From an optimization exercise on the open Yosys and OpenROAD flow, aimed at small area; shortcuts taken in it are not production practice. Only simulation tests tie the RTL to the original design; equivalence was not proved. No activity file was given, so power comes from the tool's default toggle rates.

==> flow/design.v (excerpt) <==
module mips(clk, rst, imem_addr, imem_rdata, dmem_addr, dmem_wdata, dmem_we, dmem_re, dmem_rdata,
            DMA_data, DMA_Address, request_to_dma);
Size in the first run: roughly 5200 cells after synthesis, roughly 1100 flip-flops, about 50000 um^2 of cells after synthesis.
make LEC_CHECK=0 CAP_MARGIN=20 CORE_MARGIN=2 CORE_UTILIZATION=40 PLACE_DENSITY=0.6 SLEW_MARGIN=20 SYNTH_HIERARCHICAL=1 finish   # period 11.0 ns
run.sh (not shown) runs the stock make flow with config.mk's settings and CLKGATE_MAP_FILE= SYNTH_SCRIPT=/design/flow/synth_recipe.tcl, a recipe that flattens the netlist after the stock synthesis.
The baseline reached the layout checks and failed them: negative setup slack.
Then changed:
- CAP_MARGIN: 20 -> 0
- CORE_UTILIZATION: 40 -> 55
- CTS_BUF_LIST: default -> sky130_fd_sc_hd__clkbuf_4
- PLACE_DENSITY: 0.6 -> 0.7
- SETUP_SLACK_MARGIN: default -> 0.4
- SLEW_MARGIN: 20 -> 0
Effect:
- The new run finished with max-capacitance violations, max-slew violations left
- final cell count shrinks by 2.9%
- sequential share of layout area increases by 0.37 points
- global-route usage rises by 14 points

Another version of the RTL of mips (not shown whole).
Size in the first run: roughly 5200 cells after synthesis, ~1100 flip-flops, ~200 I/O pins.
clock: 11.0 ns
lec_check: 0
cap_margin: 40
core_margin: 2
core_utilization: 40
gpl_timing_driven: 0
place_density: 0.6
setup_slack_margin: 0.6
slew_margin: 40
synth_hierarchical: 1
standard.sh (not shown) runs the stock make flow with config.mk's settings and CLKGATE_MAP_FILE= SYNTH_SCRIPT=/design/flow/synth_recipe.tcl, a recipe that flattens the netlist after the stock synthesis.
==> flow/flow/run.sh <==
#!/bin/bash
set -euo pipefail
export BUFFER_PORTS_ARGS="-buffer_cell sky130_fd_sc_hd__buf_1"
export CTS_ARGS="-sink_clustering_enable -repair_clock_nets -dont_use_dummy_load -sink_clustering_size 20 -sink_clustering_max_diameter 100"
bash standard.sh > standard_flow.log 2>&1
The baseline passed the timing, DRC and antenna checks.
Rerun with:
==> flow/run.sh (new file) <==
#!/bin/bash
# synth_recipe.tcl (not shown) runs the flow's synth.tcl, then flattens the netlist and writes it again
# the make line also repeats each setting of config.mk as NAME=value (left out here)
make -C /OpenROAD-flow-scripts/flow DESIGN_CONFIG=/design/flow/config.mk WORK_HOME=/design/flow/orfs CLKGATE_MAP_FILE= SYNTH_SCRIPT=/design/flow/synth_recipe.tcl finish
--- a/flow/config.mk
+++ b/flow/config.mk
@@ -10 +10,3 @@
-export CORE_UTILIZATION = 40
+export CORE_UTILIZATION = 45
+export CTS_CLUSTER_DIAMETER = 100
+export CTS_CLUSTER_SIZE = 30
@@ -13 +15 @@
-export SETUP_SLACK_MARGIN = 0.6
+export SETUP_SLACK_MARGIN = 0.3
removed: flow/flow/run.sh
removed: flow/standard.sh
After rerunning: Routed wire length rose by 2.2%; global-route usage grows by 6.1 points; maximum frequency came out lower by 2.8%; non-clock buffer count goes up by 54; design area goes up by 2.3%; power increases by 0.89%.
Rerun with:
==> flow/flow/run.sh (new file) <==
#!/bin/bash
set -euo pipefail
export BUFFER_PORTS_ARGS="-buffer_cell sky130_fd_sc_hd__buf_1"
export CTS_ARGS="-sink_clustering_enable -repair_clock_nets -dont_use_dummy_load -sink_clustering_size 20 -sink_clustering_max_diameter 100"
bash standard.sh > standard_flow.log 2>&1
==> flow/standard.sh (new file) <==
#!/bin/bash
# synth_recipe.tcl (not shown) runs the flow's synth.tcl, then flattens the netlist and writes it again
# the make line also repeats each setting of config.mk as NAME=value (left out here)
make -C /OpenROAD-flow-scripts/flow DESIGN_CONFIG=/design/flow/config.mk WORK_HOME=/design/flow/orfs CLKGATE_MAP_FILE= SYNTH_SCRIPT=/design/flow/synth_recipe.tcl "${@:-finish}"
--- a/flow/config.mk
+++ b/flow/config.mk
@@ -11,2 +10,0 @@
-export CTS_CLUSTER_DIAMETER = 100
-export CTS_CLUSTER_SIZE = 30
@@ -15 +13 @@
-export SETUP_SLACK_MARGIN = 0.3
+export SETUP_SLACK_MARGIN = 0.5
removed: flow/run.sh
=> Setup slack improved by 120 ps; global-route usage went down by 0.41 points; area after synthesis stays the same; sequential cell count is unchanged; wire length went down by 1.7%; critical path depth went up by 4; core utilization went down by 1.7 points; hold slack got worse by 6.1 ps; die area stays the same; power went down by 1.7%; via count went down by 1.3%.

mips, a different RTL version from the one above (not shown whole).
Size in the first run: roughly 1100 flip-flops, about 200 I/O pins, about 51000 sq um of cells after synthesis.
// mips
module mips(clk, rst, imem_addr, imem_rdata, dmem_addr, dmem_wdata, dmem_we, dmem_re, dmem_rdata,
            DMA_data, DMA_Address, request_to_dma);
Settings: LEC_CHECK=0, CAP_MARGIN=40, CORE_MARGIN=2, CORE_UTILIZATION=45, GPL_TIMING_DRIVEN=0, PLACE_DENSITY=0.6, SETUP_SLACK_MARGIN=0.4, SLEW_MARGIN=40, SYNTH_HIERARCHICAL=1; clock period 11.0 ns.
==> flow/flow/run.sh <==
#!/bin/bash
set -euo pipefail
export BUFFER_PORTS_ARGS="-buffer_cell sky130_fd_sc_hd__buf_1"
export CTS_ARGS="-sink_clustering_enable -repair_clock_nets -dont_use_dummy_load -sink_clustering_size 24 -sink_clustering_max_diameter 100"
bash standard.sh > standard_flow.log 2>&1
The first run finished with timing, DRC and antenna clean.
Then changed:
==> flow/flow/run.sh (replaced) <==
#!/bin/bash
set -euo pipefail
export BUFFER_PORTS_ARGS="-buffer_cell sky130_fd_sc_hd__buf_1"
export CTS_ARGS="-sink_clustering_enable -repair_clock_nets -dont_use_dummy_load -sink_clustering_size 20 -sink_clustering_max_diameter 100"
bash standard.sh > standard_flow.log 2>&1
- SETUP_SLACK_MARGIN: 0.4 -> 0.5
Outcome: Combinational power rose by about 2%; via count barely changes; wire length rose by about 0.8%; design area rose by 1.6%; non-clock buffer count rose by 41.

-- re-timing with driven ports --
The flow's constraints put no driver on any port. The routed layouts listed below were extracted and timed again, unchanged, in two steps.
Step 1 sets driving cells, clkbuf_16 on the clock port and buf_2 on the other inputs (assumed; they add their load-dependent delay and slew).
Step 2 times the ports against the registers' clock, not the clock port: input delays grow and output delays shrink by t, the midpoint of the rising clock arrivals with the driver on.
Slacks: ideal ports / drivers / drivers and shift; pairs: ideal ports / drivers.
run	t (ns)	slack for setup (ns)	worst slew at a driven data input, ns
the first run of note 1	0.849	-0.129 / -0.170 / -0.170	0.15
the second run of note 1	1.314	0.159 / 0.115 / 0.115	0.13
the first run of note 2	0.733	0.423 / 0.394 / 0.094	0.23
the second run of note 2	0.772	0.122 / 0.044 / -0.096	0.15
the third run of note 2	0.780	0.245 / 0.036 / 0.036	0.22
the first run of note 3	0.775	0.304 / 0.173 / -0.002	0.12
the second run of note 3	0.799	0.437 / 0.412 / 0.040	0.14
Met with ideal ports but missed after step 2: setup timing in the second run of note 2 and the first run of note 3. The setup slack of the second run of note 3, which loses most, moves by -0.025 ns with the drivers and by -0.397 ns with both steps.
